What follows belongs to an exercise in optimizing a design on an open flow for small area, a short achievable clock period and few clock cycles per item; a production flow would make more cautious choices. Function was checked by simulation only, so behaviour that the tests miss may differ from the original.

$ cat design/flow/flow/run.sh
#!/bin/bash
# Layout flow: the standard flow (standard.sh) with the input and output
# port buffers made from the library's smallest buffer instead of the delay
# cell the placer picks by default. Every port still gets its own buffer.
set -uo pipefail
cd "$(dirname "${BASH_SOURCE[0]}")/.."
bash standard.sh 'BUFFER_PORTS_ARGS=-buffer_cell sky130_fd_sc_hd__buf_1' finish > flow_standard.log 2>&1
$ cat design/flow/standard.sh
#!/bin/bash
# synth_recipe.tcl (not shown) runs the flow's synth.tcl, then flattens the netlist and writes it again
# the make line also repeats each setting of config.mk as NAME=value (left out here)
make -C /OpenROAD-flow-scripts/flow DESIGN_CONFIG=/design/flow/config.mk WORK_HOME=/design/flow/orfs CLKGATE_MAP_FILE= SYNTH_SCRIPT=/design/flow/synth_recipe.tcl "${@:-finish}"
$ cat design/flow/config.mk
export PLATFORM = sky130hd
export DESIGN_NAME = cc_block
export DESIGN_NICKNAME = cc_block
export VERILOG_FILES = /design/flow/design.v
export SDC_FILE = /design/flow/constraint.sdc
export NUM_CORES = 8
export LEC_CHECK = 0
export ABC_AREA = 1
export CAP_MARGIN = 20
export CORE_MARGIN = 2
export CORE_UTILIZATION = 40
export GPL_TIMING_DRIVEN = 0
export SLEW_MARGIN = 20
$ cat design/flow/constraint.sdc
create_clock -name core_clock -period 5.5 [get_ports {i_clk}]
set_input_delay 1.1000 -clock core_clock [delete_from_list [all_inputs] [get_ports {i_clk}]]
set_output_delay 1.1000 -clock core_clock [all_outputs]
set_load 0.01 [all_outputs]
$ cat design/flow/design.v
module cc_block (
	input					i_clk, i_rstn,
	input					i_start,
	input			[255:0]	i_key,
	input			[95:0]	i_non,
	input			[31:0]	i_cnt,
	output	wire	[511:0]	o_stream,
	output	wire			o_done
);
	localparam [127:0] SIGMA = {32'h6b206574, 32'h79622d32, 32'h3320646e, 32'h61707865};
	wire	[511:0]	w_init = {i_non, i_cnt, i_key, SIGMA};
	reg		[511:0]	r_x;		 
	reg				r_busy;
	reg		[5:0]	r_step;
	reg				r_done;
	wire			w_h = r_step[0];	 
	function automatic integer perm;
		input integer r, j;
		case (r)
			0: perm = (4 - j) % 4;
			1: perm = (5 - j) % 4;
			2: perm = (6 - j) % 4;
			default: perm = (7 - j) % 4;
		endcase
	endfunction
	function automatic [31:0] add_ks;
		input [31:0] x, y;
		reg [31:0] p, g, gg, pp, gn, pn;
		integer i, k;
		begin
			p = x ^ y; g = x & y; gg = g; pp = p;
			for (k = 1; k < 32; k = k * 2) begin
				gn = gg; pn = pp;
				for (i = k; i < 32; i = i + 1) begin
					gn[i] = gg[i] | (pp[i] & gg[i-k]);
					pn[i] = pp[i] & pp[i-k];
				end
				gg = gn; pp = pn;
			end
			add_ks = p ^ {gg[30:0], 1'b0};
		end
	endfunction
	wire	[511:0]	w_nx;
	genvar gj, gr;
	generate
		for (gj = 0; gj < 4; gj = gj + 1) begin : g_col
			wire [31:0] a = r_x[32*gj +: 32];
			wire [31:0] b = r_x[32*(4+gj) +: 32];
			wire [31:0] c = r_x[32*(8+gj) +: 32];
			wire [31:0] d = r_x[32*(12+gj) +: 32];
			wire [31:0] a1 = add_ks(a, b);
			wire [31:0] t  = d ^ a1;
			wire [31:0] t16 = {t[15:0], t[31:16]};
			wire [31:0] t8  = {t[23:0], t[31:24]};
			wire [31:0] d1 = w_h ? t8 : t16;
			wire [31:0] c1 = add_ks(c, d1);
			wire [31:0] u  = b ^ c1;
			wire [31:0] u12 = {u[19:0], u[31:20]};
			wire [31:0] u7  = {u[24:0], u[31:25]};
		end
		for (gr = 0; gr < 4; gr = gr + 1) begin : g_row
			for (gj = 0; gj < 4; gj = gj + 1) begin : g_pos
				localparam integer K = (gr == 0) ? (4 - gj) % 4 : (gr == 1) ? (5 - gj) % 4 :
									   (gr == 2) ? (6 - gj) % 4 : (7 - gj) % 4;
				wire [31:0] s0, s1;
				if (gr == 0) begin : g_a
					assign s0 = g_col[gj].a1; assign s1 = g_col[K].a1;
				end else if (gr == 1) begin : g_b
					assign s0 = g_col[gj].u12; assign s1 = g_col[K].u7;
				end else if (gr == 2) begin : g_c
					assign s0 = g_col[gj].c1; assign s1 = g_col[K].c1;
				end else begin : g_d
					assign s0 = g_col[gj].t16; assign s1 = g_col[K].t8;
				end
				assign w_nx[32*(4*gr+gj) +: 32] = w_h ? s1 : s0;
			end
		end
	endgenerate
	always @(posedge i_clk) begin
		if (i_start)
			r_x <= w_init;
		else
			r_x <= w_nx;
	end
	always @(posedge i_clk, negedge i_rstn) begin
		if (!i_rstn) begin
			r_busy	<= 1'b0;
			r_step	<= 6'd0;
			r_done	<= 1'b0;
		end
		else begin
			r_done	<= r_busy && (r_step == 6'd39);
			if (i_start) begin
				r_busy	<= 1'b1;
				r_step	<= 6'd0;
			end
			else if (r_busy) begin
				r_busy	<= (r_step != 6'd39);
				r_step	<= r_step + 6'd1;
			end
		end
	end
	function automatic [31:0] add_bk;
		input [31:0] x, y;
		reg [31:0] p, g, gg, pp;
		integer i, k;
		begin
			p = x ^ y; g = x & y; gg = g; pp = p;
			for (k = 1; k < 32; k = k * 2)
				for (i = 2*k - 1; i < 32; i = i + 2*k) begin
					gg[i] = gg[i] | (pp[i] & gg[i-k]);
					pp[i] = pp[i] & pp[i-k];
				end
			for (k = 8; k >= 1; k = k / 2)
				for (i = 3*k - 1; i < 32; i = i + 2*k) begin
					gg[i] = gg[i] | (pp[i] & gg[i-k]);
					pp[i] = pp[i] & pp[i-k];
				end
			add_bk = p ^ {gg[30:0], 1'b0};
		end
	endfunction
	genvar gw;
	generate
		for (gw = 0; gw < 16; gw = gw + 1) begin : g_out
			assign o_stream[32*gw +: 32] = add_bk(r_x[32*gw +: 32], w_init[32*gw +: 32]);
		end
	endgenerate
	assign o_done = r_done;
endmodule
==> results of run 1 <==
[cell families after synthesis]
kind of cell	synth area share, %
compound gates	13.19
xor+xnor	8.604
fa+ha+maj	23.49
buf+inv	6.875
flops	19.98
simple gates	27.87
[how the worst max path moves through the flow]
stage	start	to	slack [ps]
5_1_grt	r_x[224]	r_x[197]	-160
4_1_cts	r_x[32]	r_x[159]	-60
6_report	r_x[224]	r_x[197]	-210
2_1_floorplan	i_non[64]	o_stream[511]	900
3_3_place_gp	r_step[0]	r_x[185]	-1400
3_5_place_dp	r_x[192]	r_x[243]	-880
[worst register-to-register path, stage by stage (launching register included)]
cell	delay, ps
dfxtp_1	500
ha_1	250
fa_1	260
nand2_1	70
nand2_1	80
a21oi_2	80
o21ai_2	290
a21oi_4	140
xnor2_1	910
xor2_1	210
nand2_1	240
nand2_1	260
ha_1	430
nand2_1	140
nor4_2	350
nand2_1	140
o211ai_4	250
a21oi_1	140
nand2_1	100
nand2_1	100
nand2_1	90
nand3_1	360
nand3_1	240
[registers in the layout (all words and copies together), names as in the netlist]
register  flops
r_step        6
r_done        1
r_busy        1
r_x         512
[stage by stage]
step	hold slack [ps]	setup slack, ps
final	336.6	-208.3
after global routing	361.9	-156.8
after CTS	312.8	-63.72
after detailed placement	543.6	-880.7
after global placement	520.3	-1399
after floorplan	495.8	904.3
[metal layers]
layer / up-vias / GRT usage, % / part of all wire, %
li1: 26838 / - / -
met1: 29709 / 60.29 / 38
met2: 4271 / 71.09 / 41
met3: 1073 / 15.83 / 12
met4: 40 / 36.44 / 9.0
met5: - / 0.5447 / 0.10
[cell type report]
class / count / area (um^2)
fill: 13578 / 67070
multi-input combinational: 5921 / 39890
sequential: 520 / 10490
timing repair buffer: 953 / 3920
inverter: 780 / 2930
tap: 1742 / 2180
clock buffer: 98 / 2019
buffer: 162 / 760.7
clock inverter: 25 / 310.3
antenna: 31 / 77.57
[timing repair]
| item | 4_1_cts | 5_1_grt |
|---|---|---|
| setup endpoints to repair | 184 | 223 |
| resized for setup | 103 | 262 |
| cloned | 0 | 0 |
| pin swaps | 7 | 34 |
| setup buffers | 8 | 39 |
[cells in the final DEF, fill, tap and decap left out, types with 195 or more instances in the layout]
master,instances
inv_1,769
a21oi_1,372
dfxtp_1,480
fa_1,195
nand2_1,1896
ha_1,649
nand3_1,662
nor2_1,450
buf_1,885
xor2_1,285
==> out/qor.yml, run 1 <==
grt:
  grt_overflow: 0
  grt_use_total_pct: 49.00
  grt_max_degree: 12
  grt_pass1_wl_um: 447000
  antenna_found_initial: 67
  grt_pass1_vias: 56811
floorplanning:
  dieWidth_um: 365.6
  initial_core_util_pct: 40.34
  die_h_um: 365.6
  num_rows: 132
  fp.dieArea_um2: 133700
  core_um2: 129600
  ios: 900
placement:
  finalWeightedCongestion: 1.100
  placedCellCount: 10031
  io_buffers: 899
  placed_area_um2: 58180
  hpwlAfterDp_um: 292300
synth:
  yosys_warnings: 1
  synth_top_area_share_pct: 19.60
  synth_edf_count: 0
  synth_cells: 7383
  syn_area_um2: 52310
  synth_nets: 8632
  synthMostInstantiatedCell: "nand2_1"
  ys_ff_latch: 520
  yosysTopAreaCell: "dfxtp_1"
  synth.distinct_cells: 63
  ys_async_sr_fraction_pct: 1.538
  ys.flop_type: "dfxtp_1"
  yosysSeqAreaShare_pct: 19.98
  syn_avg_cell_area_um2: 7.085
  synth_area_leaders: "dfxtp_1 20%, ha_1 16%, nand2_1 14%, fa_1 7.7%, nand3_1 6.7%"
  synthTopCellsByCount: "1971 x nand2_1, 775 x inv_1, 700 x nand3_1"
setup_path:
  worst-path-max-fanout: 5
  required_ps: 6090
  cp.depth: 22
  cp_common_cell: "nand2_1"
  worst-endpoint-arrival_ps: 6300
  endpoint_kind: "flip-flop"
  reg2reg_from: "r_x[224]"
  rr_endpoint: "r_x[197]"
  reg2reg_slack_ps: -210
  crit_chain: "ha_1 -> fa_1 -> nand2_1 -> nand2_1 -> a21oi_2 -> o21ai_2 -> a21oi_4 -> xnor2_1 -> xor2_1 -> nand2_1 -> nand2_1 -> ha_1 -> nand2_1 -> nor4_2 -> nand2_1 -> o211ai_4 -> a21oi_1 -> nand2_1 -> nand2_1 -> nand2_1 -> nand3_1 -> nand3_1"
  r2r_cells: 22
  critical_path_class: "flip-flop to flip-flop"
  cpPeakStageDelay_ps: 910
  crit_slowest_cell: "xnor2_1"
  worst-path-buf-inv: 0
  start_kind: "flip-flop"
  path_delay_family: "simple AND/OR/NAND/NOR gates"
timing:
  grt_setup_unrepaired: "yes"
  maxSlewHeadroom_pct: 3.218
  finalHoldViolCount: 0
  setup_tns_ps: -466.3
  final.min_clock_period_ps: 5708
  clock_skew_ps: 26.32
  setup_viol: 7
  fmax_mhz: 175.2
  worst_slack_ps: -208.3
  maxSlewViolCount: 0
  tightest_slew_ps: 1452
  fin_crit_sh_pct: 103.8
final_layout:
  layout-drive-gt1-share_pct: 8.098
  final_net_count: 9659
  stdcell_count: 10232
  final_cell_area_um2: 62580
  final_util_pct: 48.27
  area_delta_synth_final_pct: 19.64
drt:
  viasPerCell: 6.053
  dr.pass1.iters: 6
  antenna_left: 0
  routed_wl_um: 339500
  vias: 61931
  drc: 0
  drt_iter0_drc: 8115
  wl_per_cell_um: 33.18
clock_network:
  insertion_delay_ps: 690
  cts_num_sinks: 520
  tritoncts: "done"
  postCtsHoldBufs: 0
  clock_path_buffers: 3
  root_buffer: "clkbuf_16"
  htree_num_levels: 3
  cts_buffers: 72
  clk_pin_slew_worst_paths_ps: 70
flow_run:
  drv_cap: 0
outcome:
  so.violations: "setup timing"
  status: "failed layout checks"
min_path:
  min_path_type: "primary input to asynchronous set/reset pin"
Testbench counts, summed over its fixed seeds: cycles 7,872, blocks 192.
==> inputs of run 2 (changes only) <==
--- a/design/flow/config.mk
+++ b/design/flow/config.mk
@@ -11,3 +11,2 @@
 export CORE_UTILIZATION = 40
-export GPL_TIMING_DRIVEN = 0
 export SLEW_MARGIN = 20
==> out/qor.yml, run 2 <==
outcome:
  status: "no timing/DRC/antenna violations"  # was failed layout checks
final_layout:
  stdcell_count: 10405  # was 10232
  layout-drive-gt1-share_pct: 8.112  # was 8.098%
  final_net_count: 9837  # was 9659
  largest_reg_flops: 512  # unchanged
  area_delta_synth_final_pct: 20.57  # was 19.64%
  regMostFlops: "r_x"  # unchanged
  final_cell_area_um2: 63070  # was 62580 um^2
  final_common_cell: "nand2_1"  # unchanged
  top_regs: "r_x: 512 flops, r_step: 6 flops"  # unchanged
  layout_common_cells: "1961 x nand2_1, 895 x buf_1, 773 x inv_1"  # was 1896 x nand2_1, 885 x buf_1, 769 x inv_1
drt:
  vias: 59611  # was 61931
  wl_per_cell_um: 28.42  # was 33.18 um
  viasPerCell: 5.729  # was 6.053
  drt_iter0_drc: 7095  # was 8115
  antenna_left: 0  # unchanged
  dr.pass1.iters: 6  # unchanged
  drc: 0  # unchanged
  routed_wl_um: 295700  # was 339500 um
synth:
  synth_nets: 8632  # unchanged
  synth.distinct_cells: 63  # unchanged
  ys.flop_type: "dfxtp_1"  # unchanged
  synthTopCellsByCount: "1971 x nand2_1, 775 x inv_1, 700 x nand3_1"  # unchanged
  yosysSeqAreaShare_pct: 19.98  # unchanged
  yosys_warnings: 1  # unchanged
  yosysTopAreaCell: "dfxtp_1"  # unchanged
  synth_area_leaders: "dfxtp_1 20%, ha_1 16%, nand2_1 14%, fa_1 7.7%, nand3_1 6.7%"  # unchanged
  syn_avg_cell_area_um2: 7.085  # unchanged
  synth_edf_count: 0  # unchanged
  synthMostInstantiatedCell: "nand2_1"  # unchanged
  synth_top_area_share_pct: 19.60  # unchanged
  syn_area_um2: 52310  # unchanged
  ys_async_sr_fraction_pct: 1.538  # unchanged
  synth_cells: 7383  # unchanged
  ys_ff_latch: 520  # unchanged
placement:
  finalWeightedCongestion: 1.046  # was 1.100
  hpwlAfterDp_um: 257300  # was 292300 um
  io_buffers: 899  # unchanged
  placedCellCount: 10249  # was 10031
  placed_area_um2: 60280  # was 58180 um^2
clock_network:
  cts_num_sinks: 520  # unchanged
  cts_buffers: 72  # unchanged
  postCtsHoldBufs: 0  # unchanged
  tritoncts: "done"  # unchanged
  insertion_delay_ps: 690  # about the same
  clock_path_buffers: 3  # unchanged
  htree_num_levels: 3  # unchanged
  clk_pin_slew_worst_paths_ps: 60  # was 70 ps
  root_buffer: "clkbuf_16"  # unchanged
grt:
  grt_overflow: 0  # unchanged
  grt_max_degree: 137  # was 12
  grt_pass1_vias: 55675  # was 56811
  grt_pass1_wl_um: 404100  # was 447000 um
  grt_use_total_pct: 42.80  # was 49.00%
  antenna_found_initial: 51  # was 67
floorplanning:
  num_rows: 132  # unchanged
  dieWidth_um: 365.6  # unchanged
  core_um2: 129600  # unchanged
  fp.dieArea_um2: 133700  # unchanged
  die_h_um: 365.6  # unchanged
  initial_core_util_pct: 40.34  # unchanged
  ios: 900  # unchanged
timing:
  final.min_clock_period_ps: 5313  # was 5708 ps
  maxSlewHeadroom_pct: 24.36  # was 3.218%
  setup_viol: 0  # was 7
  fin_hold_ws_ps: 354.4  # was 336.6 ps
  setup_tns_ps: 0  # was -466.3 ps
  finalHoldViolCount: 0  # unchanged
  clock_skew_ps: 43.00  # was 26.32 ps
  fmax_mhz: 188.2  # was 175.2 MHz
  maxSlewViolCount: 0  # unchanged
  tightest_slew_ps: 1135  # was 1452 ps
  fin_crit_sh_pct: 96.60  # was 103.8%
setup_path:
  endpoint_kind: "flip-flop"  # unchanged
  worst-endpoint-arrival_ps: 5870  # was 6300 ps
  required_ps: 6060  # was 6090 ps
  cp_common_cell: "nand3_1"  # was nand2_1
  start_kind: "flip-flop"  # unchanged
  cp.depth: 27  # was 22
  r2r_cells: 27  # was 22
  worst-path-buf-inv: 5  # was 0
  path_delay_family: "simple AND/OR/NAND/NOR gates"  # unchanged
  critical_path_class: "flip-flop to flip-flop"  # unchanged
  cpPeakStageDelay_ps: 510  # was 910 ps
  worst-path-max-fanout: 4  # was 5
  crit_slowest_cell: "dfxtp_1"  # was xnor2_1
min_path:
  min_path_type: "primary input to asynchronous set/reset pin"  # unchanged
flow_run:
  drv_cap: 0  # unchanged
## run 2: path summary, 6_finish.rpt
check / startpoint / end / slack [ps]
min reg2reg: r_step[3] / r_step[3] / 570
min: i_rstn / r_done / 350
max in group asynchronous: i_rstn / r_step[0] / 4780
max: r_x[203] / r_x[247] / 190
max reg2reg: r_x[203] / r_x[247] / 190
min in group core_clock: r_step[3] / r_step[3] / 570
## run 2: routing by layer
metal | up-vias | track usage, % | wire length [um]
met5 | - | 0 | 259
met4 | 38 | 26.44 | 19760
met3 | 669 | 8.435 | 29000
met2 | 3289 | 65.89 | 128400
met1 | 28381 | 54.98 | 118300
li1 | 27234 | - | -
## run 2: final cells by class
type                    instances  area [um^2]
inverters                     780         2940
multi-input cells            5921        38400
flip-flops and latches        520        10470
well taps                    1742         2180
clock inverters                30        480.5
clock buffers                  98         2062
fillers                     13560        66580
repair buffers               1293         6482
diodes                         21        52.55
## run 2: cells by family (layout without fill, tap and decap cells)
| group | count (synthesis) | in the layout | share of synthesized area [%] |
|---|---|---|---|
| buf+inv | 942 | 2201 | 6.875 |
| flops | 520 | 520 | 19.98 |
| compound gates | 1111 | 1111 | 13.19 |
| simple gates | 3439 | 3439 | 27.87 |
| fa+ha+maj | 862 | 862 | 23.49 |
| xor+xnor | 509 | 509 | 8.604 |
| other cells | 0 | 21 | 0 |
## run 2: through the flow
| step | utilization [%] | setup slack (ps) |
|---|---|---|
| after floorplan | - | 904.3 |
| after global placement | 46.49 | 33.86 |
| after detailed placement | 46.49 | 46.33 |
| after CTS | 48.45 | 19.42 |
| after global routing | 48.64 | -22.87 |
| final | 48.64 | 186.7 |
## run 2: timing repair
action                                  CTS  global route
resized for setup                         0            43
buffers inserted                          0             7
endpoints found under the setup margin    0            58
==> inputs of run 3 (changes only) <==
--- a/design/flow/config.mk
+++ b/design/flow/config.mk
@@ -10,3 +10,3 @@
 export CORE_MARGIN = 2
-export CORE_UTILIZATION = 40
+export CORE_UTILIZATION = 48
 export SLEW_MARGIN = 20
==> out/qor.yml, run 3 <==
outcome:
  status: "no timing/DRC/antenna violations"  # unchanged
final_layout:
  final_net_count: 9703  # was 9837
  top_regs: "r_x: 512 flops, r_step: 6 flops"  # unchanged
  layout-drive-gt1-share_pct: 6.456  # was 8.112%
  final_common_cell: "nand2_1"  # unchanged
  regMostFlops: "r_x"  # unchanged
  area_delta_synth_final_pct: 17.43  # was 20.57%
  largest_reg_flops: 512  # unchanged
  layout_common_cells: "1962 x nand2_1, 897 x buf_1, 772 x inv_1"  # was 1961 x nand2_1, 895 x buf_1, 773 x inv_1
synth:
  synth_area_leaders: "dfxtp_1 20%, ha_1 16%, nand2_1 14%, fa_1 7.7%, nand3_1 6.7%"  # unchanged
  synth_cells: 7383  # unchanged
  syn_area_um2: 52310  # unchanged
  yosysSeqAreaShare_pct: 19.98  # unchanged
  synth.distinct_cells: 63  # unchanged
  syn_avg_cell_area_um2: 7.085  # unchanged
  ys_async_sr_fraction_pct: 1.538  # unchanged
  synth_nets: 8632  # unchanged
  ys.flop_type: "dfxtp_1"  # unchanged
  yosys_warnings: 1  # unchanged
  ys_ff_latch: 520  # unchanged
  synthMostInstantiatedCell: "nand2_1"  # unchanged
  synth_top_area_share_pct: 19.60  # unchanged
  yosysTopAreaCell: "dfxtp_1"  # unchanged
  synth_edf_count: 0  # unchanged
  synthTopCellsByCount: "1971 x nand2_1, 775 x inv_1, 700 x nand3_1"  # unchanged
drt:
  antenna_left: 0  # unchanged
  dr.pass1.iters: 7  # was 6
  routed_wl_um: 273300  # was 295700 um
  m1WireLength_um: 102700  # was 118300 um
  drc: 0  # unchanged
  wl_per_cell_um: 27.49  # was 28.42 um
  dr_wl_met2_um: 117900  # was 128400 um
  wl_met3_um: 31340  # was 29000 um
  drt_iter0_drc: 7340  # was 7095
  viasPerCell: 6.018  # was 5.729
  dr.max_layer_used: "met5"  # unchanged
  vias: 59846  # was 59611
floorplanning:
  initial_core_util_pct: 48.25  # was 40.34%
  num_rows: 121  # was 132
  ios: 900  # unchanged
  die_h_um: 334.1  # was 365.6 um
  fp.dieArea_um2: 111600  # was 133700 um^2
  dieWidth_um: 334.1  # was 365.6 um
  core_um2: 108400  # was 129600 um^2
setup_path:
  reg2reg_slack_ps: 50  # was 190 ps
  cp_common_cell: "nand2_1"  # was nand3_1
  worst-path-max-fanout: 5  # was 4
  crit_chain: "ha_1 -> nand2_1 -> inv_1 -> a21oi_1 -> nand2_2 -> nand2_1 -> nand2_2 -> a21oi_1 -> xor2_1 -> xor2_1 -> inv_1 -> nand2_1 -> nand2_1 -> ha_1 -> a21oi_1 -> nand2_1 -> a21oi_2 -> o21bai_1 -> nand2_1 -> nand2_1 -> xnor2_1 -> xor2_1 -> or2_2 -> nand3_1"
  worst-endpoint-arrival_ps: 6040  # was 5870 ps
  endpoint_kind: "flip-flop"  # unchanged
  start_kind: "flip-flop"  # unchanged
  critical_path_class: "flip-flop to flip-flop"  # unchanged
  required_ps: 6090  # was 6060 ps
  cpPeakStageDelay_ps: 600  # was 510 ps
  critPathLaunch: "r_x[166]"  # was r_x[203]
  reg2reg_from: "r_x[166]"  # was r_x[203]
  rr_endpoint: "r_x[184]"  # was r_x[247]
  r2r_cells: 24  # was 27
  crit_slowest_cell: "dfxtp_1"  # unchanged
  crit_end: "r_x[184]"  # was r_x[247]
clock_network:
  clock_path_buffers: 3  # unchanged
  htree_num_levels: 3  # unchanged
  insertion_delay_ps: 660  # was 690 ps
  cts_num_sinks: 520  # unchanged
  cts_buffers: 67  # was 72
  tritoncts: "done"  # unchanged
  root_buffer: "clkbuf_16"  # unchanged
  clk_pin_slew_worst_paths_ps: 60  # about the same
timing:
  worst_slack_ps: 52.65  # was 186.7 ps
  final.min_clock_period_ps: 5447  # was 5313 ps
  finalHoldViolCount: 0  # unchanged
  fin_crit_sh_pct: 99.04  # was 96.60%
  clock_skew_ps: 23.12  # was 43.00 ps
  fmax_mhz: 183.6  # was 188.2 MHz
  maxSlewViolCount: 0  # unchanged
  setup_viol: 0  # unchanged
  tightest_slew_ps: 994.8  # was 1135 ps
  maxSlewHeadroom_pct: 33.45  # was 24.36%
grt:
  grt_use_total_pct: 47.10  # was 42.80%
  grt_pass1_vias: 55605  # was 55675
  grt_pass1_wl_um: 380100  # was 404100 um
  grt_overflow: 0  # unchanged
  antenna_found_initial: 34  # was 51
  grt_max_degree: 163  # was 137
placement:
  hpwlAfterDp_um: 235300  # was 257300 um
  post-place-ws_ps: -4.763  # was 46.33 ps
  finalWeightedCongestion: 1.078  # was 1.046
  io_buffers: 899  # unchanged
flow_run:
  drv_cap: 0  # unchanged
min_path:
  min_path_type: "primary input to asynchronous set/reset pin"  # unchanged
-- run 3: cell count changes in the layout (fill, tap and decap cells not counted), sizes merged --
cell	delta
buf	-129
bufinv	-4
clkbuf	+2
clkinv	-8
clkinvlp	+1
diode	+5
-- run 3: what timing repair did --
item	in CTS	in global routing
resized for setup	2	34
buffers inserted	0	6
gates cloned	0	0
pin swaps	0	1
hold buffers	0	0
setup endpoints to repair	2	52
-- run 3: routing by layer --
layer | up-vias | GRT usage, %
li1 | 26963 | -
met1 | 28265 | 57.99
met2 | 3768 | 73.27
met3 | 834 | 11.67
met4 | 16 | 30.54
met5 | - | 0
-- run 3: worst min-delay path by stage --
stage | endpoint | slack, ps | depth (start not counted) | from
floorplan | r_step[3] | 500 | 1 | r_step[3]
global placement | r_step[3] | 520 | 1 | r_step[3]
detailed placement | r_step[3] | 530 | 1 | r_step[3]
CTS | r_done | 370 | 1 | i_rstn
global route | r_done | 420 | 1 | i_rstn
finish | r_done | 390 | 1 | i_rstn
-- run 3: layout make-up --
cell class                      count  area (um^2)
Multi-Input combinational cell   5921        38410
Antenna cell                       26        65.06
Fill cell                       10853        46970
Sequential cell                   520        10460
Clock buffer                      100         1996
Clock inverter                     19        312.8
Tap cell                         1414         1769
Inverter                          780         2942
Timing Repair Buffer             1164         5469
-- run 3: cell families after synthesis --
group                    Yosys count  synth area share (%)
AO/OA/AOI/OAI                   1111                 13.19
adder cells (fa/ha/maj)          862                 23.49
flip-flops                       520                 19.98
AND/OR/NAND/NOR                 3439                 27.87
buffers and inverters            942                 6.875
XOR/XNOR                         509                 8.604
-- run 3: per-stage QoR --
| step | area (um^2) | hold WS, ps | setup TNS [ps] | std cells | utilization, % |
|---|---|---|---|---|---|
| final | 61430 | 387.1 | 0 | 9944 | 56.67 |
| after detailed placement | 58860 | 530.1 | -4.763 | 9793 | 54.30 |
| after CTS | 61170 | 374.5 | 0 | 9912 | 56.44 |
| after global placement | 58860 | 515.0 | -42.28 | 9793 | 54.30 |
| after global routing | 61400 | 418.0 | -70.63 | 9935 | 56.65 |
| after floorplan | 52310 | 495.8 | 0 | 7383 | - |
-- run 3: critical path, delay by kind of cell (launching register included) --
family | cells | cell delay [ps]
compound gates | 5 | 900
buf+inv | 2 | 120
simple gates | 11 | 1530
fa+ha+maj | 2 | 750
xor+xnor | 4 | 1470
flops | 1 | 600
==> inputs of run 4 (changes only) <==
--- a/design/flow/config.mk
+++ b/design/flow/config.mk
@@ -11,2 +11,3 @@
 export CORE_UTILIZATION = 48
+export SETUP_SLACK_MARGIN = 0.25
 export SLEW_MARGIN = 20
==> out/qor.yml, run 4 <==
outcome:
  status: "no timing/DRC/antenna violations"  # unchanged
setup_path:
  critical_path_class: "flip-flop to flip-flop"  # unchanged
  crit_slowest_cell: "xnor2_1"  # was dfxtp_1
  path_delay_family: "simple AND/OR/NAND/NOR gates"  # unchanged
  cpPeakStageDelay_ps: 680  # was 600 ps
  crit_chain: "ha_1 -> nand2_1 -> nor2_1 -> inv_1 -> o21ai_0 -> a21oi_1 -> xnor2_1 -> xor2_1 -> nand2_1 -> nand2_1 -> ha_1 -> nand2_1 -> inv_1 -> a21oi_1 -> o21ai_0 -> a21oi_1 -> nand2_1 -> or2_2 -> nand3_1 -> nand3_1"  # was ha_1 -> nand2_1 -> inv_1 -> a21oi_1 -> nand2_2 -> nand2_1 -> nand2_2 -> a21oi_1 -> xor2_1 -> xor2_1 -> inv_1 -> nand2_1 -> nand2_1 -> ha_1 -> a21oi_1 -> nand2_1 -> a21oi_2 -> o21bai_1 -> nand2_1 -> nand2_1 -> xnor2_1 -> xor2_1 -> or2_2 -> nand3_1
  cp_common_cell: "nand2_1"  # unchanged
  worst-endpoint-arrival_ps: 5680  # was 6040 ps
  worst-path-max-fanout: 5  # unchanged
  critPathLaunch: "r_x[137]"  # was r_x[166]
  reg2reg_from: "r_x[137]"  # was r_x[166]
  start_kind: "flip-flop"  # unchanged
  required_ps: 6000  # was 6090 ps
  worst-path-buf-inv: 2  # unchanged
  endpoint_kind: "flip-flop"  # unchanged
floorplanning:
  initial_core_util_pct: 48.25  # unchanged
  num_rows: 121  # unchanged
  dieWidth_um: 334.1  # unchanged
  ios: 900  # unchanged
  fp.dieArea_um2: 111600  # unchanged
  core_um2: 108400  # unchanged
  die_h_um: 334.1  # unchanged
clock_network:
  cts_num_sinks: 520  # unchanged
  clk_pin_slew_worst_paths_ps: 60  # about the same
  root_buffer: "clkbuf_16"  # unchanged
  postCtsHoldBufs: 0  # unchanged
  insertion_delay_ps: 650  # was 660 ps
  htree_num_levels: 3  # unchanged
  cts_buffers: 67  # unchanged
  clock_path_buffers: 3  # unchanged
  tritoncts: "done"  # unchanged
timing:
  final.min_clock_period_ps: 5176  # was 5447 ps
  fmax_mhz: 193.2  # was 183.6 MHz
  clock_skew_ps: 21.88  # was 23.12 ps
  worst_slack_ps: 323.7  # was 52.65 ps
  maxSlewHeadroom_pct: 33.39  # was 33.45%
  fin_crit_sh_pct: 94.12  # was 99.04%
  tightest_slew_ps: 995.7  # was 994.8 ps
  setup_viol: 0  # unchanged
  grt_setup_unrepaired: "yes"
  maxSlewViolCount: 0  # unchanged
  finalHoldViolCount: 0  # unchanged
synth:
  synth_top_area_share_pct: 19.60  # unchanged
  synth_nets: 8632  # unchanged
  synth.distinct_cells: 63  # unchanged
  synthTopCellsByCount: "1971 x nand2_1, 775 x inv_1, 700 x nand3_1"  # unchanged
  synth_area_leaders: "dfxtp_1 20%, ha_1 16%, nand2_1 14%, fa_1 7.7%, nand3_1 6.7%"  # unchanged
  synth_edf_count: 0  # unchanged
  synthMostInstantiatedCell: "nand2_1"  # unchanged
  yosys_warnings: 1  # unchanged
  yosysTopAreaCell: "dfxtp_1"  # unchanged
  ys_async_sr_fraction_pct: 1.538  # unchanged
  syn_avg_cell_area_um2: 7.085  # unchanged
  ys.flop_type: "dfxtp_1"  # unchanged
  yosysSeqAreaShare_pct: 19.98  # unchanged
  syn_area_um2: 52310  # unchanged
  synth_cells: 7383  # unchanged
  ys_ff_latch: 520  # unchanged
final_layout:
  stdcell_count: 9979  # was 9944
  area_delta_synth_final_pct: 19.35  # was 17.43%
  fillers: 10753  # was 10853
  layout_common_cells: "1890 x nand2_1, 886 x buf_1, 768 x inv_1"  # was 1962 x nand2_1, 897 x buf_1, 772 x inv_1
  final_net_count: 9742  # was 9703
  layout-drive-gt1-share_pct: 9.083  # was 6.456%
  regMostFlops: "r_x"  # unchanged
  largest_reg_flops: 512  # unchanged
  final_common_cell: "nand2_1"  # unchanged
  top_regs: "r_x: 512 flops, r_step: 6 flops"  # unchanged
flow_run:
  drv_cap: 0  # unchanged
grt:
  grt_overflow: 0  # unchanged
  grt_max_degree: 163  # unchanged
  grt_pass1_wl_um: 380300  # was 380100 um
  grt_pass1_vias: 55629  # was 55605
  antenna_found_initial: 32  # was 34
  grt_use_total_pct: 47.13  # was 47.10%
drt:
  viasPerCell: 6.001  # was 6.018
  drt_iter0_drc: 7052  # was 7340
  routed_wl_um: 274500  # was 273300 um
  wl_per_cell_um: 27.51  # was 27.49 um
  drc: 0  # unchanged
  dr.pass1.iters: 9  # was 7
  vias: 59881  # was 59846
  antenna_left: 0  # unchanged
placement:
  hpwlAfterDp_um: 235300  # unchanged
  placedCellCount: 9793  # unchanged
  post-place-ws_ps: -4.763  # unchanged
  finalWeightedCongestion: 1.078  # unchanged
  io_buffers: 899  # unchanged
min_path:
  min_path_type: "primary input to asynchronous set/reset pin"  # unchanged
run 4: cell count changes in the layout (fill, tap and decap cells not counted), sizes merged:
cell,change
diode,-4
buf,+33
clkbuf,+6
run 4: cells by family (layout without fill, tap and decap cells):
group                    count (synthesis)  count (layout)  share of synthesized area [%]
AO/OA/AOI/OAI                         1111            1111                          13.19
AND/OR/NAND/NOR                       3439            3439                          27.87
XOR/XNOR                               509             509                          8.604
flip-flops                             520             520                          19.98
buffers and inverters                  942            2102                          6.875
other                                    0              22                              0
adder cells (fa/ha/maj)                862             862                          23.49
run 4: worst reg2reg max path, delay by kind of cell (launching register included):
kind	cells	cell delay (ps)
compound gates	5	1000
xor+xnor	2	880
fa+ha+maj	2	800
buf+inv	2	130
flops	1	420
simple gates	9	1800
run 4: metal layers:
metal	track usage (%)	part of all wire, %	vias to the layer above
met5	0	0.044	-
met3	12.25	12	848
met2	73.52	43	3773
li1	-	-	27010
met4	30.32	7.8	18
met1	57.61	37	28232
run 4: repair_timing:
item	in CTS	in global routing
pin swaps	0	40
endpoints found under the setup margin	24	214
setup buffers	3	42
resized for setup	12	238
run 4: cell type report:
type / count / area (um^2) / share of cell area, %
timing repair buffer: 1203 / 5784 / 9.266
clock buffer: 100 / 1996 / 3.197
sequential: 520 / 10490 / 16.81
clock inverter: 19 / 312.8 / 0.5011
multi-input combinational: 5921 / 39070 / 62.59
inverter: 780 / 2942 / 4.712
antenna: 22 / 55.05 / 0.08819
tap: 1414 / 1769 / 2.834
run 4: final timing paths:
check	end	slack [ps]	depth (start not counted)
worst min-delay path	r_done	390	1
worst max register to register	r_x[346]	320	20
min in group core_clock	r_step[4]	570	2
max in group asynchronous	r_step[0]	4730	1
worst min register to register	r_step[4]	570	2
worst max-delay path	r_x[346]	320	20
run 4: through the flow:
stage | hold slack, ps | utilization, % | area [um^2] | setup TNS (ps)
2_1_floorplan | 495.8 | - | 52310 | 0
3_3_place_gp | 515.0 | 54.30 | 58860 | -42.28
3_5_place_dp | 530.1 | 54.30 | 58860 | -4.763
4_1_cts | 374.5 | 56.48 | 61220 | 0
5_1_grt | 418.0 | 57.58 | 62410 | 0
6_report | 391.6 | 57.59 | 62430 | 0
==> inputs of run 5 (changes only) <==
--- a/design/flow/config.mk
+++ b/design/flow/config.mk
@@ -11,3 +11,3 @@
 export CORE_UTILIZATION = 48
-export SETUP_SLACK_MARGIN = 0.25
+export SETUP_SLACK_MARGIN = 0.8
 export SLEW_MARGIN = 20
==> out/qor.yml, run 5 <==
outcome:
  status: "no timing/DRC/antenna violations"  # unchanged
grt:
  grt_overflow: 0  # unchanged
  grt_max_degree: 163  # unchanged
  grt_use_total_pct: 48.40  # was 47.13%
  grt_pass1_wl_um: 392300  # was 380300 um
  grt_pass1_vias: 58265  # was 55629
  antenna_found_initial: 30  # was 32
synth:
  synth_cells: 7383  # unchanged
  synth_top_area_share_pct: 19.60  # unchanged
  ys.flop_type: "dfxtp_1"  # unchanged
  synthMostInstantiatedCell: "nand2_1"  # unchanged
  syn_area_um2: 52310  # unchanged
  syn_avg_cell_area_um2: 7.085  # unchanged
  synth.distinct_cells: 63  # unchanged
  synth_nets: 8632  # unchanged
  ys_async_sr_fraction_pct: 1.538  # unchanged
  yosysTopAreaCell: "dfxtp_1"  # unchanged
  synth_area_leaders: "dfxtp_1 20%, ha_1 16%, nand2_1 14%, fa_1 7.7%, nand3_1 6.7%"  # unchanged
  yosysSeqAreaShare_pct: 19.98  # unchanged
  yosys_warnings: 1  # unchanged
  synthTopCellsByCount: "1971 x nand2_1, 775 x inv_1, 700 x nand3_1"  # unchanged
  ys_ff_latch: 520  # unchanged
  synth_edf_count: 0  # unchanged
drt:
  drt_iter0_drc: 7733  # was 7052
  vias: 62881  # was 59881
  drc: 0  # unchanged
  routed_wl_um: 290700  # was 274500 um
  viasPerCell: 6.099  # was 6.001
  wl_per_cell_um: 28.19  # was 27.51 um
  dr.pass1.iters: 9  # unchanged
  antenna_left: 0  # unchanged
placement:
  finalWeightedCongestion: 1.078  # unchanged
  io_buffers: 899  # unchanged
  hpwlAfterDp_um: 235300  # unchanged
  placedCellCount: 9793  # unchanged
min_path:
  min_path_type: "primary input to asynchronous set/reset pin"  # unchanged
final_layout:
  final_common_cell: "nand2_1"  # unchanged
  fillers: 9518  # was 10753
  stdcell_count: 10310  # was 9979
  regMostFlops: "r_x"  # unchanged
  top_regs: "r_x: 512 flops, r_step: 6 flops"  # unchanged
  largest_reg_flops: 512  # unchanged
  seqCellArea_um2: 10700  # was 10490 um^2
  final_net_count: 10074  # was 9742
  layout_common_cells: "1651 x nand2_1, 727 x inv_1, 710 x buf_1"  # was 1890 x nand2_1, 886 x buf_1, 768 x inv_1
  area_delta_synth_final_pct: 35.88  # was 19.35%
  multi_input_area_um2: 44010  # was 39070 um^2
  layout-drive-gt1-share_pct: 25.60  # was 9.083%
setup_path:
  reg2reg_from: "r_x[160]"  # was r_x[137]
  critical_path_class: "flip-flop to primary output"  # was flip-flop to flip-flop
  worst-endpoint-arrival_ps: 4040  # was 5680 ps
  rr_endpoint: "r_x[166]"  # was r_x[346]
  required_ps: 4400  # was 6000 ps
  endpoint_kind: "primary output"  # was flip-flop
  start_kind: "flip-flop"  # unchanged
  r2r_cells: 31  # was 20
  reg2reg_slack_ps: 740  # was 320 ps
  worst-path-max-fanout: 2  # was 5
clock_network:
  insertion_delay_ps: 650  # about the same
  htree_num_levels: 3  # unchanged
  cts_num_sinks: 520  # unchanged
  clock_path_buffers: 3  # unchanged
  cts_buffers: 67  # unchanged
  tritoncts: "done"  # unchanged
  root_buffer: "clkbuf_16"  # unchanged
  clk_pin_slew_worst_paths_ps: 60  # about the same
  postCtsHoldBufs: 0  # unchanged
timing:
  setup_tns_ps: 0  # unchanged
  setup_viol: 0  # unchanged
  grt_setup_unrepaired: "yes"  # unchanged
  fmax_mhz: 194.5  # was 193.2 MHz
  finalHoldViolCount: 0  # unchanged
  final.min_clock_period_ps: 5142  # was 5176 ps
  clock_skew_ps: 17.33  # was 21.88 ps
  fin_crit_sh_pct: 93.49  # was 94.12%
  maxSlewHeadroom_pct: 31.31  # was 33.39%
  tightest_slew_ps: 1027  # was 995.7 ps
  maxSlewViolCount: 0  # unchanged
floorplanning:
  dieWidth_um: 334.1  # unchanged
  die_h_um: 334.1  # unchanged
  core_um2: 108400  # unchanged
  fp.dieArea_um2: 111600  # unchanged
  ios: 900  # unchanged
  initial_core_util_pct: 48.25  # unchanged
  num_rows: 121  # unchanged
flow_run:
  drv_cap: 0  # unchanged
-- run 5: cell types whose count changed in the layout (fill, tap and decap cells not counted), moves of 151 or more --
| cell | before | now |
|---|---|---|
| nand3_1 | 682 | 503 |
| nand3_2 | 23 | 188 |
| buf_1 | 886 | 710 |
| buf_6 | 1 | 152 |
| buf_4 | 296 | 501 |
| nand2_2 | 91 | 289 |
| nand2_1 | 1890 | 1651 |
-- run 5: cell families after synthesis --
| kind of cell | count (synthesis) | share of synthesized area [%] |
|---|---|---|
| fa+ha+maj | 862 | 23.49 |
| compound gates | 1111 | 13.19 |
| simple gates | 3439 | 27.87 |
| buf+inv | 942 | 6.875 |
| xor+xnor | 509 | 8.604 |
| flops | 520 | 19.98 |
-- run 5: metrics by stage --
stage | cell area (um^2) | util [%] | hold slack (ps) | setup slack, ps
after floorplan | 52310 | - | 495.8 | 904.3
final | 71080 | 65.57 | 389.4 | 357.8
after detailed placement | 58860 | 54.30 | 530.1 | -4.763
after CTS | 65010 | 59.97 | 374.5 | 591.3
after global placement | 58860 | 54.30 | 515.0 | -42.28
after global routing | 71060 | 65.55 | 413.2 | 264.5
-- run 5: area by class of cell --
cell class / count / area share (%)
inverter: 780 / 4.154
timing repair buffer: 1535 / 13.05
sequential: 520 / 15.06
clock buffer: 100 / 2.808
clock inverter: 19 / 0.4401
antenna: 21 / 0.07394
tap: 1414 / 2.489
multi-input combinational: 5921 / 61.93
-- run 5: worst max-delay path by stage --
stage / depth (start not counted) / startpoint / end
2_1_floorplan: 23 / i_non[64] / o_stream[511]
3_3_place_gp: 23 / i_key[192] / o_stream[350]
3_5_place_dp: 23 / i_key[192] / o_stream[350]
4_1_cts: 23 / i_key[128] / o_stream[286]
5_1_grt: 22 / r_x[352] / o_stream[382]
6_report: 22 / r_x[352] / o_stream[382]
-- run 5: critical path, cell delays in order, from the launching register on --
cell	delay (ps)
dfxtp_1	580
ha_4	260
inv_4	40
fa_2	400
inv_2	100
nand3_2	70
nand2_2	80
nand3_2	70
nand2_2	100
nand3_2	80
nand2_2	110
nand2_2	90
nand2_4	100
nand3_4	80
o21ai_4	180
nand3_2	90
nand2_2	120
nand2_2	70
nand2_4	80
nand2_2	60
nand2_2	60
fa_2	430
buf_6	130
-- run 5: what timing repair did --
action	CTS	global route
pin swaps	152	324
gates resized for setup	576	1318
buffers inserted	238	139
setup endpoints to repair	375	412
-- run 5: routing by layer --
layer | part of all wire (%) | up-vias | global-route usage [%]
met5 | 0.028 | - | 0
met4 | 9.7 | 12 | 34.68
met3 | 12 | 1262 | 11.85
met2 | 42 | 4365 | 74.82
met1 | 36 | 29623 | 58.83
li1 | - | 27619 | -
==> inputs of run 6 (changes only) <==
--- a/design/flow/config.mk
+++ b/design/flow/config.mk
@@ -10,4 +10,5 @@
 export CORE_MARGIN = 2
-export CORE_UTILIZATION = 48
-export SETUP_SLACK_MARGIN = 0.8
+export CORE_UTILIZATION = 45
+export PLACE_DENSITY = 0.7
+export SETUP_SLACK_MARGIN = 0.4
 export SLEW_MARGIN = 20
==> out/qor.yml, run 6 <==
floorplanning:
  ios: 900  # unchanged
  fp.dieArea_um2: 119000  # was 111600 um^2
  core_um2: 115700  # was 108400 um^2
  initial_core_util_pct: 45.19  # was 48.25%
  num_rows: 125  # was 121
  die_h_um: 344.9  # was 334.1 um
  dieWidth_um: 344.9  # was 334.1 um
final_layout:
  largest_reg_flops: 512  # unchanged
  fillers: 11630  # was 9518
  layout-drive-gt1-share_pct: 12.54  # was 25.60%
  final_common_cell: "nand2_1"  # unchanged
  regMostFlops: "r_x"  # unchanged
  layout_common_cells: "1827 x nand2_1, 864 x buf_1, 759 x inv_1"  # was 1651 x nand2_1, 727 x inv_1, 710 x buf_1
  area_delta_synth_final_pct: 22.44  # was 35.88%
  final_net_count: 9805  # was 10074
  top_regs: "r_x: 512 flops, r_step: 6 flops"  # unchanged
grt:
  grt_overflow: 0  # unchanged
  grt_use_total_pct: 45.40  # was 48.40%
  antenna_found_initial: 47  # was 30
  grt_pass1_wl_um: 386100  # was 392300 um
  grt_max_degree: 140  # was 163
  grt_pass1_vias: 55158  # was 58265
synth:
  synthTopCellsByCount: "1971 x nand2_1, 775 x inv_1, 700 x nand3_1"  # unchanged
  synth_nets: 8632  # unchanged
  synth-simple-area-share_pct: 27.87  # unchanged
  yosysSeqAreaShare_pct: 19.98  # unchanged
  ys.flop_type: "dfxtp_1"  # unchanged
  synthMostInstantiatedCell: "nand2_1"  # unchanged
  syn_avg_cell_area_um2: 7.085  # unchanged
  synth_compound_area_share_pct: 13.19  # unchanged
  synth_top_area_share_pct: 19.60  # unchanged
  synth_top_family_by_area: "simple AND/OR/NAND/NOR gates"  # unchanged
  ys_ff_latch: 520  # unchanged
  yosysTopAreaCell: "dfxtp_1"  # unchanged
  synthAdderAreaFrac_pct: 23.49  # unchanged
  synth.distinct_cells: 63  # unchanged
  muxShareOfSynthArea_pct: 0  # unchanged
  ys_async_sr_fraction_pct: 1.538  # unchanged
  synth_area_leaders: "dfxtp_1 20%, ha_1 16%, nand2_1 14%, fa_1 7.7%, nand3_1 6.7%"  # unchanged
  yosys_warnings: 1  # unchanged
  synth_cells: 7383  # unchanged
  synth-xor-area-share_pct: 8.604  # unchanged
  synth_edf_count: 0  # unchanged
  syn_area_um2: 52310  # unchanged
min_path:
  min_path_type: "primary input to asynchronous set/reset pin"  # unchanged
drt:
  wl_per_cell_um: 27.96  # was 28.19 um
  routed_wl_um: 284100  # was 290700 um
  drc: 0  # unchanged
  drt_iter0_drc: 6924  # was 7733
  antenna_left: 0  # unchanged
  viasPerCell: 5.954  # was 6.099
  dr.pass1.iters: 6  # was 9
  vias: 60483  # was 62881
timing:
  maxSlewHeadroom_pct: 28.81  # was 31.31%
  tightest_slew_ps: 1068  # was 1027 ps
  setup_tns_ps: 0  # unchanged
  maxSlewViolCount: 0  # unchanged
  fmax_mhz: 196.2  # was 194.5 MHz
  final.min_clock_period_ps: 5097  # was 5142 ps
  fin_hold_ws_ps: 366.5  # was 389.4 ps
  setup_viol: 0  # unchanged
  finalHoldViolCount: 0  # unchanged
  fin_crit_sh_pct: 92.67  # was 93.49%
  grt_setup_unrepaired: "no"  # was yes
  clock_skew_ps: 36.45  # was 17.33 ps
clock_network:
  cts_buffers: 68  # was 67
  clock_path_buffers: 3  # unchanged
  htree_num_levels: 3  # unchanged
  insertion_delay_ps: 680  # was 650 ps
  clk_pin_slew_worst_paths_ps: 60  # about the same
  tritoncts: "done"  # unchanged
  cts_num_sinks: 520  # unchanged
  root_buffer: "clkbuf_16"  # unchanged
setup_path:
  cpPeakStageDelay_ps: 500  # was 580 ps
  critical_path_class: "flip-flop to flip-flop"  # was flip-flop to primary output
  endpoint_kind: "flip-flop"  # was primary output
  worst-endpoint-arrival_ps: 5620  # was 4040 ps
  crit_slowest_cell: "xor2_1"  # was dfxtp_1
  start_kind: "flip-flop"  # unchanged
  crit_chain: "ha_1 -> nand2_1 -> inv_1 -> a21oi_1 -> nand2_1 -> a21oi_1 -> xor2_1 -> xnor2_1 -> nand2_1 -> nand2_1 -> ha_1 -> a21o_1 -> a21oi_1 -> o21ai_0 -> a21oi_1 -> nand2_2 -> or2_2 -> nand3_1 -> nand3_1"  # was ha_4 -> inv_4 -> fa_2 -> inv_2 -> nand3_2 -> nand2_2 -> nand3_2 -> nand2_2 -> nand3_2 -> nand2_2 -> nand2_2 -> nand2_4 -> nand3_4 -> o21ai_4 -> nand3_2 -> nand2_2 -> nand2_2 -> nand2_4 -> nand2_2 -> nand2_2 -> fa_2 -> buf_6
  required_ps: 6020  # was 4400 ps
  worst-path-max-fanout: 5  # was 2
flow_run:
  drv_cap: 0  # unchanged
outcome:
  status: "no timing/DRC/antenna violations"  # unchanged
placement:
  finalWeightedCongestion: 1.084  # was 1.078
  hpwlAfterDp_um: 244000  # was 235300 um
  io_buffers: 899  # unchanged
## run 6: cell families (layout without fill, tap and decap cells)
group           after synthesis  after routing
compound gates             1111           1111
xor+xnor                    509            509
fa+ha+maj                   862            862
buf+inv                     942           2169
flops                       520            520
other cells                   0             25
simple gates               3439           3439
## run 6: timing repair
item / in CTS / in global routing
hold buffers: 0 / 0
setup buffers: 15 / 61
gates resized for setup: 72 / 443
setup endpoints to repair: 140 / 275
pin swaps: 7 / 90
## run 6: metal layers
layer / global-route usage [%] / part of all wire (%)
met2: 68.86 / 43
met4: 28.98 / 7.6
met3: 11.54 / 12
met5: 0 / 0.094
met1: 57.30 / 38
## run 6: critical path, delay by kind of cell (launching register included)
family | cells | cell delay (ps)
AO/OA/AOI/OAI | 6 | 1180
XOR/XNOR | 2 | 720
adder cells (fa/ha/maj) | 2 | 670
buffers and inverters | 1 | 80
flip-flops | 1 | 490
AND/OR/NAND/NOR | 8 | 1800
## run 6: metrics by stage
stage | worst slack [ps] | instances | util (%) | area, um^2
floorplan | 904.3 | 7383 | - | 52310
finish | 403.2 | 10159 | 55.34 | 64040
global route | 266.4 | 10143 | 55.30 | 64000
detailed placement | 94.51 | 9934 | 51.21 | 59260
CTS | 363.4 | 10073 | 53.61 | 62050
global placement | 122.9 | 9934 | 51.21 | 59260
## run 6: worst paths after layout
path                            startpoint         to  slack [ps]  cells after the start
worst max register to register    r_x[134]   r_x[346]         400                     19
max in group asynchronous           i_rstn  r_step[0]        4750                      1
min in group core_clock          r_step[3]  r_step[3]         550                      1
worst min register to register   r_step[3]  r_step[3]         550                      1
worst min-delay path                i_rstn     r_done         370                      1
worst max-delay path              r_x[134]   r_x[346]         400                     19
## run 6: layout make-up
type / count / area (um^2) / area share [%]
clock inverters: 33 / 466.7 / 0.7287
multi-input cells: 5921 / 39830 / 62.19
clock buffers: 91 / 1948 / 3.042
repair buffers: 1265 / 6350 / 9.915
diodes: 25 / 62.56 / 0.09768
flip-flops and latches: 520 / 10540 / 16.45
well taps: 1524 / 1907 / 2.977
inverters: 780 / 2944 / 4.597
==> inputs of run 7 (changes only) <==
--- a/design/flow/config.mk
+++ b/design/flow/config.mk
@@ -10,5 +10,4 @@
 export CORE_MARGIN = 2
-export CORE_UTILIZATION = 45
-export PLACE_DENSITY = 0.7
-export SETUP_SLACK_MARGIN = 0.4
+export CORE_UTILIZATION = 55
+export SETUP_SLACK_MARGIN = 0.5
 export SLEW_MARGIN = 20
==> out/qor.yml, run 7 <==
clock_network:
  insertion_delay_ps: 660  # was 680 ps
  root_buffer: "clkbuf_16"  # unchanged
  postCtsHoldBufs: 0  # unchanged
  htree_num_levels: 3  # unchanged
  cts_buffers: 68  # unchanged
  cts_num_sinks: 520  # unchanged
  clk_pin_slew_worst_paths_ps: 60  # about the same
  tritoncts: "done"  # unchanged
  clock_path_buffers: 3  # unchanged
setup_path:
  worst-path-max-fanout: 2  # was 5
  reg2reg_slack_ps: 440  # was 400 ps
  cp_common_cell: "nand2_2"
  rr_endpoint: "r_x[215]"  # was r_x[346]
  worst-path-buf-inv: 4  # was 1
  path_delay_family: "simple AND/OR/NAND/NOR gates"  # unchanged
  endpoint_kind: "primary output"  # was flip-flop
  crit_slowest_cell: "fa_2"  # was xor2_1
  start_kind: "primary input"  # was flip-flop
  required_ps: 4400  # was 6020 ps
  reg2reg_from: "r_x[192]"  # was r_x[134]
  critical_path_class: "primary input to primary output"  # was flip-flop to flip-flop
  worst-endpoint-arrival_ps: 4030  # was 5620 ps
  crit_chain: "clkbuf_2 -> inv_1 -> fa_2 -> inv_2 -> nand3_2 -> nand2_2 -> nand3_2 -> nand2_2 -> nand3_2 -> nand2_2 -> nand4_1 -> nand2_2 -> nand2_1 -> o211ai_1 -> nand2_1 -> nand2_2 -> nand2_2 -> nand2_4 -> nand2_2 -> nand2_2 -> fa_2 -> buf_6"  # was ha_1 -> nand2_1 -> inv_1 -> a21oi_1 -> nand2_1 -> a21oi_1 -> xor2_1 -> xnor2_1 -> nand2_1 -> nand2_1 -> ha_1 -> a21o_1 -> a21oi_1 -> o21ai_0 -> a21oi_1 -> nand2_2 -> or2_2 -> nand3_1 -> nand3_1
  r2r_cells: 27  # was 19
  cpPeakStageDelay_ps: 440  # was 500 ps
synth:
  synth_edf_count: 0  # unchanged
  syn_area_um2: 52310  # unchanged
  yosysSeqAreaShare_pct: 19.98  # unchanged
  synth-simple-area-share_pct: 27.87  # unchanged
  synth_top_area_share_pct: 19.60  # unchanged
  yosys_warnings: 1  # unchanged
  synth_area_leaders: "dfxtp_1 20%, ha_1 16%, nand2_1 14%, fa_1 7.7%, nand3_1 6.7%"  # unchanged
  ys.flop_type: "dfxtp_1"  # unchanged
  synth_nets: 8632  # unchanged
  ys_async_sr_fraction_pct: 1.538  # unchanged
  yosysTopAreaCell: "dfxtp_1"  # unchanged
  synth_top_family_by_area: "simple AND/OR/NAND/NOR gates"  # unchanged
  synthTopCellsByCount: "1971 x nand2_1, 775 x inv_1, 700 x nand3_1"  # unchanged
  synthMostInstantiatedCell: "nand2_1"  # unchanged
  syn_avg_cell_area_um2: 7.085  # unchanged
  synth.distinct_cells: 63  # unchanged
  synthAdderAreaFrac_pct: 23.49  # unchanged
  muxShareOfSynthArea_pct: 0  # unchanged
  ys_ff_latch: 520  # unchanged
  synth_cells: 7383  # unchanged
  synth-xor-area-share_pct: 8.604  # unchanged
  synth_compound_area_share_pct: 13.19  # unchanged
placement:
  io_buffers: 899  # unchanged
  finalWeightedCongestion: 1.138  # was 1.084
  hpwlAfterDp_um: 227000  # was 244000 um
  placed_area_um2: 58190  # was 59260 um^2
drt:
  drc: 0  # unchanged
  routed_wl_um: 273900  # was 284100 um
  vias: 62508  # was 60483
  antenna_left: 0  # unchanged
  dr.pass1.iters: 10  # was 6
  viasPerCell: 6.347  # was 5.954
  wl_per_cell_um: 27.82  # was 27.96 um
  drt_iter0_drc: 9119  # was 6924
final_layout:
  largest_reg_flops: 512  # unchanged
  final_net_count: 9760  # was 9805
  fillers: 8223  # was 11630
  regMostFlops: "r_x"  # unchanged
  multi_input_area_um2: 40180  # was 39830 um^2
  final_cell_area_um2: 63610  # was 64040 um^2
  area_delta_synth_final_pct: 21.60  # was 22.44%
  layout_common_cells: "1808 x nand2_1, 854 x buf_1, 756 x inv_1"  # was 1827 x nand2_1, 864 x buf_1, 759 x inv_1
  final_util_pct: 67.25  # was 55.34%
  layout-drive-gt1-share_pct: 13.18  # was 12.54%
  top_regs: "r_x: 512 flops, r_step: 6 flops"  # unchanged
  final_common_cell: "nand2_1"  # unchanged
  seqCellArea_um2: 10560  # was 10540 um^2
timing:
  tightest_slew_ps: 1126  # was 1068 ps
  maxSlewHeadroom_pct: 24.93  # was 28.81%
  setup_viol: 0  # unchanged
  fin_crit_sh_pct: 93.21  # was 92.67%
  fmax_mhz: 195.1  # was 196.2 MHz
  finalHoldViolCount: 0  # unchanged
  grt_setup_unrepaired: "yes"  # was no
  setup_tns_ps: 0  # unchanged
  maxSlewViolCount: 0  # unchanged
  final.min_clock_period_ps: 5126  # was 5097 ps
  clock_skew_ps: 30.03  # was 36.45 ps
grt:
  grt_pass1_wl_um: 376900  # was 386100 um
  grt_max_degree: 162  # was 140
  grt_pass1_vias: 57483  # was 55158
  grt_overflow: 0  # unchanged
  antenna_found_initial: 32  # was 47
  grt_use_total_pct: 52.76  # was 45.40%
floorplanning:
  initial_core_util_pct: 55.30  # was 45.19%
  num_rows: 113  # was 125
  fp.dieArea_um2: 97580  # was 119000 um^2
  ios: 900  # unchanged
  core_um2: 94590  # was 115700 um^2
  dieWidth_um: 312.4  # was 344.9 um
  die_h_um: 312.4  # was 344.9 um
outcome:
  status: "no timing/DRC/antenna violations"  # unchanged
flow_run:
  drv_cap: 0  # unchanged
min_path:
  min_path_type: "primary input to asynchronous set/reset pin"  # unchanged
==> run 7: cell counts after synthesis <==
No cell type changed its count.
==> run 7: metal layers <==
| layer | wire, um | GRT usage [%] | vias to the layer above |
|---|---|---|---|
| met5 | 277 | 0 | - |
| li1 | - | - | 27031 |
| met3 | 37970 | 16.29 | 1481 |
| met4 | 29320 | 43.47 | 26 |
| met1 | 94810 | 63.09 | 28853 |
| met2 | 111600 | 77.73 | 5117 |
==> run 7: final cells by class <==
type	instances	share of cell area, %
multi-input combinational	5921	63.17
sequential	520	16.61
timing repair buffer	1220	9.397
inverter	780	4.625
clock buffer	89	3.041
tap	1265	2.488
clock inverter	31	0.5823
antenna	22	0.08655
==> run 7: stage by stage <==
stage	instances	setup WS [ps]	hold WS (ps)
after floorplan	7383	904.3	495.8
after global placement	9579	32.10	522.0
after detailed placement	9579	-14.57	531.5
after CTS	9738	449.7	363.4
after global routing	9838	255.6	372.8
final	9848	373.6	352.0
==> run 7: cells by family after synthesis <==
logic type / Yosys count
AOI/OAI and AO/OA: 1111
xor gates and xnor gates: 509
adders and majority gates: 862
buffers and inverters: 942
DFF: 520
and+or+nand+nor: 3439
==> run 7: worst reg2reg max path, stage by stage (launching register included) <==
cell      delay (ps)
dfxtp_4          380
ha_4             190
fa_2             370
nand2_1           70
nand2_1           90
o21ai_4          100
inv_2             80
nand3_1           70
nand3_1          100
nand2_1           80
nand2_1          110
nand2_1          100
nand2_1          120
or2_2            320
nand2_1          100
nand2_1           90
nand3_1          110
nand2_1          180
ha_1             390
a21oi_1          170
o21ai_2          110
nand2_1           80
nand2_1          120
inv_1            130
o21bai_2          80
xnor2_1          530
xor2_1           520
o211ai_1         150
==> run 7: how the worst max path moves through the flow <==
stage	startpoint	endpoint	slack (ps)	depth (start not counted)
after global routing	i_non[3]	o_stream[445]	260	20
after floorplan	i_non[64]	o_stream[511]	900	23
final	i_key[129]	o_stream[286]	370	22
after detailed placement	i_key[128]	o_stream[286]	-10	23
after CTS	r_x[128]	r_x[351]	450	30
after global placement	i_key[128]	o_stream[286]	30	23
==> run 7: repair_timing <==
action,in CTS,in global routing
buffers inserted,39,88
endpoints found under the setup margin,176,310
endpoints found under the hold margin,0,0
gates resized for setup,144,491
pin swaps,31,116

what the ideal ports hide:
How much do the figures lean on ideal ports? The routed layouts below were timed once more, with nothing changed but the port constraints.
Step 1 sets driving cells, clkbuf_16 on the clock port and buf_2 on the other inputs (assumed; they add their load-dependent delay and slew).
Step 2, shift: input delay + t, output delay - t, t = (earliest + latest rising clock arrival at the registers) / 2. This alone moves slack from input paths to output paths.
Slacks: ideal / step 1 / step 2; pairs: ideal / step 1.
run | t (ns) | setup WS [ns] | worst hold slack (ns) | worst setup path after step 2 | clock arrival spread, ns
run 1 | 0.754 | -0.208 / -0.208 / -0.208 | 0.337 / 0.277 / 0.561 | register to register | 0.028 / 0.028
run 2 | 0.750 | 0.187 / 0.113 / 0.113 | 0.354 / 0.295 / 0.571 | input to output | 0.043 / 0.043
run 3 | 0.722 | 0.053 / 0.053 / 0.053 | 0.387 / 0.338 / 0.561 | register to register | 0.023 / 0.023
run 4 | 0.713 | 0.324 / 0.293 / 0.322 | 0.392 / 0.345 / 0.574 | input to output | 0.022 / 0.022
run 5 | 0.718 | 0.358 / 0.285 / -0.106 | 0.389 / 0.341 / 0.561 | input to register | 0.018 / 0.018
run 6 | 0.739 | 0.403 / 0.382 / 0.382 | 0.366 / 0.318 / 0.553 | input to output | 0.036 / 0.036
run 7 | 0.735 | 0.374 / 0.327 / 0.327 | 0.352 / 0.314 / 0.545 | input to output | 0.030 / 0.030
Met with ideal ports but missed after step 2: setup timing in run 5. For run 5, which loses most, drivers alone change the setup slack by -0.073 ns; drivers and shift together by -0.464 ns.
